Context: an optimization exercise on an open-source flow, tuned for small area, a short achievable clock period and few clock cycles per item. The choices shown serve that exercise and are no tape-out recipe. Power and IR drop assume default switching activity.

==> flow/design.v <==
module comparison (
	input       iClk,
	input [7:0] iNum1,
	input [7:0] iNum2,
	output reg [7:0] oNum_Smaller,
	output reg [7:0] oNum_Greater
);
	always @(posedge iClk) begin
		if (iNum1 <= iNum2) begin
			oNum_Smaller <= iNum1;
			oNum_Greater <= iNum2;
		end else begin
			oNum_Smaller <= iNum2;
			oNum_Greater <= iNum1;
		end
	end
endmodule
module rank_order(
	input iClk,
	input iRst_n,
	input iValid,
	output oReady,
	input [3:0] iOrder,
	input [7:0] iNum1, iNum2, iNum3,
	input [7:0] iNum4, iNum5, iNum6,
	input [7:0] iNum7, iNum8, iNum9,
	output reg [7:0] oValue,
	output reg oValid
);
	assign oReady = 1'b1;
	wire [71:0] x = {iNum9, iNum8, iNum7, iNum6, iNum5, iNum4, iNum3, iNum2, iNum1};
	function ge8(input [7:0] a, input [7:0] b);
		reg cy; integer q;
		begin
			cy = 1'b1;
			for (q = 0; q < 8; q = q + 1) cy = (a[q] & ~b[q]) | (a[q] & cy) | (~b[q] & cy);
			ge8 = cy;
		end
	endfunction
	function gt8(input [7:0] a, input [7:0] b);
		reg cy; integer q;
		begin
			cy = 1'b0;
			for (q = 0; q < 8; q = q + 1) cy = (a[q] & ~b[q]) | (a[q] & cy) | (~b[q] & cy);
			gt8 = cy;
		end
	endfunction
	function [1:0] fa(input a, input b, input c);
		fa = {(a & b) | (a & c) | (b & c), a ^ b ^ c};
	endfunction
	wire [80:0] ge;
	genvar gi, gj;
	generate
		for (gi = 0; gi < 9; gi = gi + 1) begin : cmp
			for (gj = 0; gj < gi; gj = gj + 1) begin : col
				if ((gi + gj) % 2 == 1) begin : fwd
					assign ge[9*gi+gj] = ge8(x[8*gi +: 8], x[8*gj +: 8]);
				end else begin : rev
					assign ge[9*gi+gj] = ~gt8(x[8*gj +: 8], x[8*gi +: 8]);
				end
			end
		end
	endgenerate
	function cbit(input [80:0] g, input integer i, input integer j);
		cbit = (j < i) ? g[9*i+j] : ~g[9*j+i];
	endfunction
	reg [3:0] cs_q [0:8];
	reg [8:0] ring_q;    
	generate
		for (gi = 0; gi < 9; gi = gi + 1) begin : row
			localparam integer A = (gi + 2) % 9, B = (gi + 3) % 9, C = (gi + 4) % 9;
			localparam integer D = (gi + 5) % 9, E = (gi + 6) % 9, F = (gi + 7) % 9;
			wire [1:0] f0 = fa(cbit(ge, gi, A), cbit(ge, gi, B), cbit(ge, gi, C));
			wire [1:0] f1 = fa(cbit(ge, gi, D), cbit(ge, gi, E), cbit(ge, gi, F));
			always @(posedge iClk) cs_q[gi] <= {f1, f0};
			localparam integer N = (gi + 1) % 9;
			if (N < gi) begin : rl
				always @(posedge iClk) ring_q[gi] <= ge[9*gi+N];
			end else begin : rh
				always @(posedge iClk) ring_q[gi] <= ge[9*N+gi];
			end
		end
	endgenerate
	reg [71:0] x_q;
	reg [3:0] ord_q;
	reg vld_q;
	always @(posedge iClk) begin
		if (!iRst_n) vld_q <= 1'b0;
		else vld_q <= iValid;
		x_q <= x;
		ord_q <= iOrder;
	end
	wire [3:0] km1 = ord_q - 4'd1;
	wire [3:0] km2 = ord_q - 4'd2;
	wire [8:0] sel;
	wire [71:0] pick;
	generate
		for (gi = 0; gi < 9; gi = gi + 1) begin : rank
			wire [3:0] v = cs_q[gi];
			localparam integer P = (gi + 8) % 9, N = (gi + 1) % 9;
			wire rp = (P < gi) ? ring_q[P] : ~ring_q[P];    
			wire rn = (N < gi) ? ring_q[gi] : ~ring_q[gi];  
			wire [1:0] f2 = fa(v[0], v[2], rp);
			wire [1:0] f3 = fa(v[1], v[3], f2[1]);
			wire [3:0] p = {1'b0, f3[1], f3[0], f2[0]};
			assign sel[gi] = rn ? (p == km2) : (p == km1);
			assign pick[8*gi +: 8] = {8{sel[gi]}} & x_q[8*gi +: 8];
		end
	endgenerate
	wire [7:0] res = pick[7:0] | pick[15:8] | pick[23:16] | pick[31:24] | pick[39:32]
	               | pick[47:40] | pick[55:48] | pick[63:56] | pick[71:64];
	always @(posedge iClk) begin
		if (!iRst_n) oValid <= 1'b0;
		else oValid <= vld_q;
		oValue <= res;
	end
endmodule
==> flow/config.mk <==
export PLATFORM = sky130hd
export DESIGN_NAME = rank_order
export DESIGN_NICKNAME = rank_order
export VERILOG_FILES = /design/flow/design.v
export SDC_FILE = /design/flow/constraint.sdc
export NUM_CORES = 4
export LEC_CHECK = 0
export CAP_MARGIN = 20
export CORE_MARGIN = 2
export CORE_UTILIZATION = 40
export CTS_BUF_LIST = sky130_fd_sc_hd__clkbuf_4 sky130_fd_sc_hd__clkbuf_8
export SETUP_SLACK_MARGIN = 2.6
export SLEW_MARGIN = 20
==> flow/constraint.sdc <==
create_clock -name core_clock -period 5.0 [get_ports {iClk}]
set_input_delay 1.0000 -clock core_clock [delete_from_list [all_inputs] [get_ports {iClk}]]
set_output_delay 1.0000 -clock core_clock [all_outputs]
set_load 0.01 [all_outputs]
standard.sh (not shown) runs the stock make flow with config.mk's settings and CLKGATE_MAP_FILE= SYNTH_SCRIPT=/design/flow/synth_recipe.tcl, a recipe that flattens the netlist after the stock synthesis.
==> flow/flow/run.sh <==
#!/bin/bash
# Standard ORFS layout (the standard.sh) with three changes:
#  - synthesis is the standard flow's own script, except that the final ABC mapping uses
#    flow/abc_delay.script (delay-targeted mapping) instead of ORFS's speed script;
#  - the port buffers are plain buf_2 cells;
#  - repair may swap cells across footprints.
set -euo pipefail
work=$(pwd)
export MY_ABC_SCRIPT=$work/flow/abc_delay.script
export FLOW_SYNTH_TCL=$work/synth_recipe.tcl
bash standard.sh "SYNTH_SCRIPT=$work/flow/synth.tcl" \
  "BUFFER_PORTS_ARGS=-buffer_cell sky130_fd_sc_hd__buf_2" MATCH_CELL_FOOTPRINT=0 \
  finish > standard.log 2>&1
==> flow/flow/abc_delay.script <==
strash
dch
map -D 1500
topo
buffer -c
upsize -c -D 1500
dnsize -c -D 1500
==> flow/flow/synth.tcl <==
# The standard flow's synthesis script, with the final ABC call pointed at our own ABC script.
proc abc {args} {
  set i [lsearch -exact $args -script]
  if {$i >= 0} { lset args [expr {$i + 1}] $::env(MY_ABC_SCRIPT) }
  yosys abc {*}$args
}
source $::env(FLOW_SYNTH_TCL)
Change:
--- a/flow/design.v
+++ b/flow/design.v
@@ -37,14 +37,6 @@
 			ge8 = cy;
 		end
 	endfunction
-	function gt8(input [7:0] a, input [7:0] b);
-		reg cy; integer q;
-		begin
-			cy = 1'b0;
-			for (q = 0; q < 8; q = q + 1) cy = (a[q] & ~b[q]) | (a[q] & cy) | (~b[q] & cy);
-			gt8 = cy;
-		end
-	endfunction
 	function [1:0] fa(input a, input b, input c);
 		fa = {(a & b) | (a & c) | (b & c), a ^ b ^ c};
 	endfunction
@@ -53,11 +45,7 @@
 	generate
 		for (gi = 0; gi < 9; gi = gi + 1) begin : cmp
 			for (gj = 0; gj < gi; gj = gj + 1) begin : col
-				if ((gi + gj) % 2 == 1) begin : fwd
-					assign ge[9*gi+gj] = ge8(x[8*gi +: 8], x[8*gj +: 8]);
-				end else begin : rev
-					assign ge[9*gi+gj] = ~gt8(x[8*gj +: 8], x[8*gi +: 8]);
-				end
+				assign ge[9*gi+gj] = ge8(x[8*gi +: 8], x[8*gj +: 8]);
 			end
 		end
 	endgenerate
@@ -82,16 +70,18 @@
 		end
 	endgenerate
 	reg [71:0] x_q;
-	reg [3:0] ord_q;
+	reg [2:0] k1_q, k2_q;
+	reg k1_ok, k2_ok;
 	reg vld_q;
 	always @(posedge iClk) begin
 		if (!iRst_n) vld_q <= 1'b0;
 		else vld_q <= iValid;
 		x_q <= x;
-		ord_q <= iOrder;
+		k1_q <= iOrder - 4'd1;
+		k2_q <= iOrder - 4'd2;
+		k1_ok <= (iOrder >= 4'd1) && (iOrder <= 4'd8);
+		k2_ok <= (iOrder >= 4'd2) && (iOrder <= 4'd9);
 	end
-	wire [3:0] km1 = ord_q - 4'd1;
-	wire [3:0] km2 = ord_q - 4'd2;
 	wire [8:0] sel;
 	wire [71:0] pick;
 	generate
@@ -102,8 +92,8 @@
 			wire rn = (N < gi) ? ring_q[gi] : ~ring_q[gi];  
 			wire [1:0] f2 = fa(v[0], v[2], rp);
 			wire [1:0] f3 = fa(v[1], v[3], f2[1]);
-			wire [3:0] p = {1'b0, f3[1], f3[0], f2[0]};
-			assign sel[gi] = rn ? (p == km2) : (p == km1);
+			wire [2:0] p = {f3[1], f3[0], f2[0]};
+			assign sel[gi] = rn ? (k2_ok && p == k2_q) : (k1_ok && p == k1_q);
 			assign pick[8*gi +: 8] = {8{sel[gi]}} & x_q[8*gi +: 8];
 		end
 	endgenerate
Total power rises by a few percent; hold slack improved by 0.0031 ns; final area rises slightly; critical path depth falls by 2; synthesized area rises slightly; die area rises slightly.
Function was not checked in any run of this note: the RTL went through the layout flow alone.

==> static timing again, ports no longer ideal <==
In the flow no input, the clock included, has a driving cell. The finished layouts below were timed again as built, in two steps.
Step 1 assumes that a clkbuf_16 drives the clock port and a buf_2 every other input.
Step 2 also shifts input and output timing later by t, the mid clock arrival at the registers, as if the neighbouring blocks saw the same clock.
Three values: ideal ports, drivers, drivers and shift; two values: the first two.
run | t, ns | setup WS [ns] | hold slack, ns | worst setup path at the end | worst register clock-pin slew, ns
the first run | 0.484 | 2.574 / 2.574 / 2.135 | 0.410 / 0.410 / 0.410 | input to register | 0.08 / 0.08
the second run | 0.480 | 2.501 / 2.501 / 2.119 | 0.413 / 0.413 / 0.413 | input to register | 0.08 / 0.08
After both steps setup and hold are still met in every run listed. The setup slack of the first run, which loses most, moves by 0.000 ns with the drivers and by -0.439 ns with both steps.
